Background: an optimization exercise with open tools, aiming at small area, a short achievable clock period and few clock cycles. Do not read the settings as production practice.
Only simulation tests tie the RTL to the original design; equivalence was not proved.

Setup of before:
==> flow/design.v <==
module hash_add32 (
  input  [31:0] x
, input  [31:0] y
, input         ci
, output [31:0] s
);
  wire [31:0] g0 = x & y;
  wire [31:0] p0 = x ^ y;
  wire [31:0] G [0:5];
  wire [31:0] P [0:5];
  assign G[0] = {g0[31:1], g0[0] | (p0[0] & ci)};
  assign P[0] = p0;
  genvar l, i;
  generate
    for (l = 0; l < 5; l = l + 1) begin : lv
      for (i = 0; i < 32; i = i + 1) begin : bt
        if ((i >> l) & 1) begin : op
          assign G[l+1][i] = G[l][i] | (P[l][i] & G[l][((i >> l) << l) - 1]);
          assign P[l+1][i] = P[l][i] & P[l][((i >> l) << l) - 1];
        end else begin : pass
          assign G[l+1][i] = G[l][i];
          assign P[l+1][i] = P[l][i];
        end
      end
    end
  endgenerate
  assign s = p0 ^ {G[5][30:0], ci};
endmodule
module hash_fstep #(parameter R = 0) (
  input  [31:0] x
, input  [31:0] y
, output [31:0] o
);
  wire [31:0] ry = (y << R) | (y >> (32 - R));
  hash_add32 u (.x(x ^ y), .y(~ry), .ci(1'b1), .s(o));
endmodule
module hash_mline (
  input  [31:0] x
, input  [31:0] y
, input  [31:0] z
, input  [31:0] ry       
, output [31:0] xo
, output [31:0] yo
);
  wire [31:0] d;
  hash_add32 us (.x(x), .y(~y), .ci(1'b1), .s(d));
  hash_add32 ua (.x(y), .y(z), .ci(1'b0), .s(yo));
  assign xo = d ^ ry;
endmodule
module hash (
  input CLK
, input RST
, input enable
, input onloop
, input [7:0] wcount       
, input [7:0] word         
, input [7:0] key_length   
, input [7:0] interval
, output reg valid
, output reg[31:0] hashkey
);
reg       i_v;             
reg       i_last;          
reg       i_rst;           
reg [7:0] i_b;
reg [7:0] i_len, i_iv;
always @(posedge CLK) begin
  i_v    <= enable & ~RST;
  i_last <= (wcount == 8'd1);
  i_rst  <= RST;
  i_b    <= word;
  i_len  <= key_length;
  i_iv   <= interval;
end
reg [8:0] s9;
always @(posedge CLK) s9 <= {1'b0, i_len} + {1'b0, i_iv};
wire [31:0] init = 32'hDEADBEEF + {23'b0, s9};
reg [3:0] pos;             
reg       fresh;           
reg       op_last;         
reg       m2, m3;          
reg       f1v, f2v;        
wire p11 = (pos == 4'd11);
wire [3:0] pnext = i_rst ? 4'd0 : ~i_v ? pos : (i_last | p11) ? 4'd0 : pos + 4'd1;
wire       pnl   = enable & ~RST & (wcount != 8'd1);
reg        ev_wa, ev_wb, ev_wc, ev_ma;
reg  [7:0] i_top;          
always @(posedge CLK) begin
  i_top <= (pnl & pnext == 4'd11) ? word : 8'd0;
  ev_wa <= pnl & (pnext == 4'd3);             
  ev_wb <= pnl & (pnext == 4'd7);             
  ev_wc <= pnl & (pnext == 4'd10);            
  ev_ma <= pnl & (pnext == 4'd11);            
end
wire fresh_n = i_rst | (i_v ? (i_last | (fresh & ~ev_wa)) : fresh);
wire last_n  = ~i_rst & i_v & i_last;
wire mg_n    = last_n & m2;
reg  xs_my1, xs_init, xs_sa, xs_sb, xs_sc;
reg  la_add, lb_mx2, lb_add, lb_init, lc_mz1, lc_add, lc_init;
always @(posedge CLK) begin
  xs_my1  <= mg_n;
  xs_init <= last_n ? fresh : fresh_n;
  xs_sa   <= last_n ? (~fresh & ~m2 & pos[3:2] == 2'd0) : (~fresh_n & pnl & pnext == 4'd3);
  xs_sb   <= last_n ? (~fresh & pos[3:2] == 2'd1)       : (~fresh_n & pnl & pnext == 4'd7);
  xs_sc   <= last_n ? (~fresh & pos[3:2] == 2'd2)       : (~fresh_n & pnl & pnext == 4'd10);
  la_add  <= m2 | pos[3:2] == 2'd0;
  lb_mx2  <= m2;
  lb_add  <= ~m2 & pos[3:2] == 2'd1;
  lb_init <= ~m2 & pos[3:2] != 2'd1 & fresh;
  lc_mz1  <= m2;
  lc_add  <= ~m2 & pos[3:2] == 2'd2;
  lc_init <= ~m2 & pos[3:2] != 2'd2 & fresh;
end
always @(posedge CLK) begin
  if (i_rst) begin
    pos     <= 4'd0;
    fresh   <= 1'b1;
    op_last <= 1'b0;
    m2      <= 1'b0;
    m3      <= 1'b0;
    f1v     <= 1'b0;
    f2v     <= 1'b0;
  end else begin
    pos <= pnext;
    if (i_v) begin
      if (i_last)     fresh <= 1'b1;
      else if (ev_wa) fresh <= 1'b0;
    end
    op_last  <= i_v & i_last;
    m2       <= ev_ma;
    m3       <= m2;
    f1v      <= op_last;
    f2v      <= f1v;
  end
end
reg [31:0] w;
always @(posedge CLK) begin
  if (i_v) begin
    case (pos[1:0])
      2'd0: w <= {24'b0, i_b};
      2'd1: w[15:8]  <= i_b;
      2'd2: w[23:16] <= i_b;
      2'd3: w <= p11 ? {i_b, 24'b0} : {i_b, w[23:0]};
    endcase
  end
end
reg [31:0] sa, sb, sc;
wire        m1   = ev_ma;
wire [7:0]  ctop = sc[31:24] + i_top;
wire [31:0] mx   = sa;
wire [31:0] my   = {ctop, sc[23:0]};
wire [31:0] mz   = sb;
wire [31:0] mx1, my1, mz1, mx2;
hash_mline la_ (.x(mx),  .y(my),  .z(mz),
                .ry(m1 ? {my[27:0], my[31:28]} : m2 ? {my[23:0], my[31:24]} : {my[12:0], my[31:13]}),
                .xo(mx1), .yo(my1));
hash_mline lb_ (.x(mz),  .y(mx1), .z(my1),
                .ry(m1 ? {mx1[25:0], mx1[31:26]} : m2 ? {mx1[15:0], mx1[31:16]} : {mx1[27:0], mx1[31:28]}),
                .xo(mz1), .yo(mx2));
wire [31:0] w_eff  = ev_wc ? {8'b0, i_b, w[15:0]} : {i_b, w[23:0]};
wire        bt_add = ev_wa | ev_wb | ev_wc;
wire [31:0] add_x  = ({32{xs_my1}}  & my1) | ({32{xs_init}} & init) |
                     ({32{xs_sa}}   & sa)  | ({32{xs_sb}}   & sb)   | ({32{xs_sc}} & sc);
wire [31:0] add_y = op_last ? w : w_eff;
wire [31:0] add_s;
hash_add32 wadd (.x(add_x), .y(add_y), .ci(1'b0), .s(add_s));
wire [31:0] la = la_add ? add_s : sa;
wire [31:0] lb = ({32{lb_mx2}} & mx2) | ({32{lb_add}} & add_s) | ({32{lb_init}} & init) |
                 ({32{~(lb_mx2 | lb_add | lb_init)}} & sb);
wire [31:0] lc = ({32{lc_mz1}} & mz1) | ({32{lc_add}} & add_s) | ({32{lc_init}} & init) |
                 ({32{~(lc_mz1 | lc_add | lc_init)}} & sc);
wire [31:0] fc1;
hash_fstep #(14) f1 (.x(lc), .y(lb), .o(fc1));
always @(posedge CLK) begin
  if (op_last) begin
    sa <= la;
    sb <= lb;
    sc <= fc1;
  end else if (m1 | m2 | m3) begin
    sa <= my1;
    sc <= mz1;
    sb <= mx2;
  end else if (bt_add) begin
    if (ev_wa) sa <= add_s;
    if (ev_wb) sb <= add_s;
    if (ev_wc) sc <= add_s;
    if (fresh) begin
      sb <= init;
      sc <= init;
    end
  end
end
reg [31:0] ta, tb, tc;
wire [31:0] fa1, fb1, fc2, fa2, fb2, fc3;
hash_fstep #(11) f2 (.x(sa),  .y(sc),  .o(fa1));
hash_fstep #(25) f3 (.x(sb),  .y(fa1), .o(fb1));
hash_fstep #(16) f4 (.x(sc),  .y(fb1), .o(fc2));
always @(posedge CLK) begin
  ta <= fa1;
  tb <= fb1;
  tc <= fc2;
end
hash_fstep #(4)  f5 (.x(ta),  .y(tc),  .o(fa2));
hash_fstep #(14) f6 (.x(tb),  .y(fa2), .o(fb2));
hash_fstep #(24) f7 (.x(tc),  .y(fb2), .o(fc3));
always @(posedge CLK) begin
  hashkey <= fc3;
  valid   <= f2v & ~i_rst & ~RST;
end
endmodule
clock: 40.0 ns
lec_check: 0
cap_margin: 20
core_margin: 2
core_utilization: 40
cts_cluster_diameter: 80
cts_cluster_size: 20
place_density: 0.75
slew_margin: 20
tns_end_percent: 20
standard.sh (not shown) runs the stock make flow with config.mk's settings and CLKGATE_MAP_FILE= SYNTH_SCRIPT=/design/flow/synth_recipe.tcl, a recipe that flattens the netlist after the stock synthesis.
==> flow/flow/run.sh <==
#!/bin/bash
# Layout flow: the standard ORFS flow with a custom synthesis mapping
# (flow/synth.tcl, flow/abc.script) and timing repair aimed at a tighter
# setup target than the clock period. Each tool's output goes to a log here.
set -euo pipefail
W=$(pwd)
export FLOW_DIR=$W/flow
MARGIN=${FLOW_SETUP_MARGIN:-31}
VARS=(DESIGN_CONFIG=$W/config.mk WORK_HOME=$W/orfs CLKGATE_MAP_FILE=
      SYNTH_SCRIPT=$W/flow/synth.tcl)
make -C "$FLOW_HOME" "${VARS[@]}" synth > "$W/synth.log" 2>&1
make -C "$FLOW_HOME" "${VARS[@]}" SETUP_SLACK_MARGIN=$MARGIN \
  "BUFFER_PORTS_ARGS=-buffer_cell sky130_fd_sc_hd__buf_2" ${FLOW_TARGET:-finish} > "$W/layout.log" 2>&1
[ "${FLOW_TARGET:-finish}" = finish ] || exit 0
R=$W/orfs/results/$FLOW_PLATFORM/hash/base
: # left out here: write the final layout as DEF
==> flow/flow/abc.script <==
strash
dch
amap
topo
stime -c
buffer -c
upsize -c
dnsize -c
==> flow/flow/synth.tcl <==
proc synth {args} { yosys synth -nofsm -noshare {*}$args }
proc abc {args} {
  set i [lsearch -exact $args -script]
  if {$i >= 0} { set args [lreplace $args $i [expr {$i+1}] -script $::env(FLOW_DIR)/abc.script] }
  set i [lsearch -exact $args -D]
  if {$i >= 0} { set args [lreplace $args $i [expr {$i+1}]] }
  puts "flow: abc $args"
  yosys abc {*}$args
}
proc extract_fa {args} { puts "flow: extract_fa skipped" }
source $::env(SCRIPTS_DIR)/synth.tcl
# left out here: clear keep_hierarchy, flatten, clean up, hide names made inside functions, write 1_2_yosys.v
before: flow completed, timing, DRC and antenna clean
Testbench counts of before, summed over its fixed seeds: cycles 83,896.
> inputs changed (before -> after)
--- a/flow/design.v
+++ b/flow/design.v
@@ -75,44 +75,25 @@
 reg [8:0] s9;
 always @(posedge CLK) s9 <= {1'b0, i_len} + {1'b0, i_iv};
 wire [31:0] init = 32'hDEADBEEF + {23'b0, s9};
 reg [3:0] pos;             
 reg       fresh;           
 reg       op_last;         
+reg [1:0] op_lane;         
+reg       op_fresh;        
 reg       m2, m3;          
 reg       f1v, f2v;        
 wire p11 = (pos == 4'd11);
 wire [3:0] pnext = i_rst ? 4'd0 : ~i_v ? pos : (i_last | p11) ? 4'd0 : pos + 4'd1;
 wire       pnl   = enable & ~RST & (wcount != 8'd1);
 reg        ev_wa, ev_wb, ev_wc, ev_ma;
-reg  [7:0] i_top;          
 always @(posedge CLK) begin
-  i_top <= (pnl & pnext == 4'd11) ? word : 8'd0;
   ev_wa <= pnl & (pnext == 4'd3);             
   ev_wb <= pnl & (pnext == 4'd7);             
   ev_wc <= pnl & (pnext == 4'd10);            
   ev_ma <= pnl & (pnext == 4'd11);            
-end
-wire fresh_n = i_rst | (i_v ? (i_last | (fresh & ~ev_wa)) : fresh);
-wire last_n  = ~i_rst & i_v & i_last;
-wire mg_n    = last_n & m2;
-reg  xs_my1, xs_init, xs_sa, xs_sb, xs_sc;
-reg  la_add, lb_mx2, lb_add, lb_init, lc_mz1, lc_add, lc_init;
-always @(posedge CLK) begin
-  xs_my1  <= mg_n;
-  xs_init <= last_n ? fresh : fresh_n;
-  xs_sa   <= last_n ? (~fresh & ~m2 & pos[3:2] == 2'd0) : (~fresh_n & pnl & pnext == 4'd3);
-  xs_sb   <= last_n ? (~fresh & pos[3:2] == 2'd1)       : (~fresh_n & pnl & pnext == 4'd7);
-  xs_sc   <= last_n ? (~fresh & pos[3:2] == 2'd2)       : (~fresh_n & pnl & pnext == 4'd10);
-  la_add  <= m2 | pos[3:2] == 2'd0;
-  lb_mx2  <= m2;
-  lb_add  <= ~m2 & pos[3:2] == 2'd1;
-  lb_init <= ~m2 & pos[3:2] != 2'd1 & fresh;
-  lc_mz1  <= m2;
-  lc_add  <= ~m2 & pos[3:2] == 2'd2;
-  lc_init <= ~m2 & pos[3:2] != 2'd2 & fresh;
 end
 always @(posedge CLK) begin
   if (i_rst) begin
     pos     <= 4'd0;
     fresh   <= 1'b1;
     op_last <= 1'b0;
@@ -124,12 +105,14 @@
     pos <= pnext;
     if (i_v) begin
       if (i_last)     fresh <= 1'b1;
       else if (ev_wa) fresh <= 1'b0;
     end
     op_last  <= i_v & i_last;
+    op_lane  <= pos[3:2];
+    op_fresh <= fresh;
     m2       <= ev_ma;
     m3       <= m2;
     f1v      <= op_last;
     f2v      <= f1v;
   end
 end
@@ -143,35 +126,37 @@
       2'd3: w <= p11 ? {i_b, 24'b0} : {i_b, w[23:0]};
     endcase
   end
 end
 reg [31:0] sa, sb, sc;
 wire        m1   = ev_ma;
-wire [7:0]  ctop = sc[31:24] + i_top;
+wire [7:0]  ctop = sc[31:24] + (m1 ? i_b : 8'd0);
 wire [31:0] mx   = sa;
 wire [31:0] my   = {ctop, sc[23:0]};
 wire [31:0] mz   = sb;
 wire [31:0] mx1, my1, mz1, mx2;
 hash_mline la_ (.x(mx),  .y(my),  .z(mz),
                 .ry(m1 ? {my[27:0], my[31:28]} : m2 ? {my[23:0], my[31:24]} : {my[12:0], my[31:13]}),
                 .xo(mx1), .yo(my1));
 hash_mline lb_ (.x(mz),  .y(mx1), .z(my1),
                 .ry(m1 ? {mx1[25:0], mx1[31:26]} : m2 ? {mx1[15:0], mx1[31:16]} : {mx1[27:0], mx1[31:28]}),
                 .xo(mz1), .yo(mx2));
+wire        mg     = m3 & op_last;
 wire [31:0] w_eff  = ev_wc ? {8'b0, i_b, w[15:0]} : {i_b, w[23:0]};
 wire        bt_add = ev_wa | ev_wb | ev_wc;
-wire [31:0] add_x  = ({32{xs_my1}}  & my1) | ({32{xs_init}} & init) |
-                     ({32{xs_sa}}   & sa)  | ({32{xs_sb}}   & sb)   | ({32{xs_sc}} & sc);
+wire [31:0] add_x  = mg ? my1 :
+                     op_last ? (op_fresh ? init :
+                                op_lane == 2'd0 ? sa :
+                                op_lane == 2'd1 ? sb : sc)
+                             : (fresh ? init : ev_wa ? sa : ev_wb ? sb : sc);
 wire [31:0] add_y = op_last ? w : w_eff;
 wire [31:0] add_s;
 hash_add32 wadd (.x(add_x), .y(add_y), .ci(1'b0), .s(add_s));
-wire [31:0] la = la_add ? add_s : sa;
-wire [31:0] lb = ({32{lb_mx2}} & mx2) | ({32{lb_add}} & add_s) | ({32{lb_init}} & init) |
-                 ({32{~(lb_mx2 | lb_add | lb_init)}} & sb);
-wire [31:0] lc = ({32{lc_mz1}} & mz1) | ({32{lc_add}} & add_s) | ({32{lc_init}} & init) |
-                 ({32{~(lc_mz1 | lc_add | lc_init)}} & sc);
+wire [31:0] la = (mg | op_lane == 2'd0) ? add_s : sa;
+wire [31:0] lb = mg ? mx2 : (op_lane == 2'd1) ? add_s : (op_fresh ? init : sb);
+wire [31:0] lc = mg ? mz1 : (op_lane == 2'd2) ? add_s : (op_fresh ? init : sc);
 wire [31:0] fc1;
 hash_fstep #(14) f1 (.x(lc), .y(lb), .o(fc1));
 always @(posedge CLK) begin
   if (op_last) begin
     sa <= la;
     sb <= lb;
Findings:
Xor and xnor area share after synthesis: after vs before — no meaningful difference. before -> after: utilization after layout flat. From before to after the numbers moved as follows: mapped cell area shows an increase of 2.9%; shortest period the worst path allows dropped 0.030 ns; multi-input gate count rose by 268; sequential cell area share fell 1.4 points. Number of search-and-repair iterations in the first detailed-routing pass: after < before. | worst relative slew slack | lower: after |.
Testbench counts of after, summed over its fixed seeds: cycles 83,896.

separate check: timing with driven ports:
No port has a modelled driver above. Below, the same layouts with a new extraction and two added sets of constraints. Step 1, drivers: a clkbuf_16 drives CLK and a buf_2 each remaining input, both assumed. Step 2, shift: input delay + t, output delay - t, t = (earliest + latest rising clock arrival at the registers) / 2. This alone moves slack from input paths to output paths. Slacks: ideal ports / drivers / drivers and shift; pairs: ideal ports / drivers.
run | t, ns | setup slack, ns | hold slack, ns | worst setup path at the end
before | 0.691 | 30.912 / 30.845 / 30.640 | 0.446 / 0.446 / 0.446 | input to register
after | 0.688 | 30.942 / 30.869 / 30.833 | 0.434 / 0.434 / 0.434 | input to register
After both steps setup and hold are still met in every run listed. For before, which loses most, drivers alone change the setup slack by -0.067 ns; drivers and shift together by -0.272 ns.
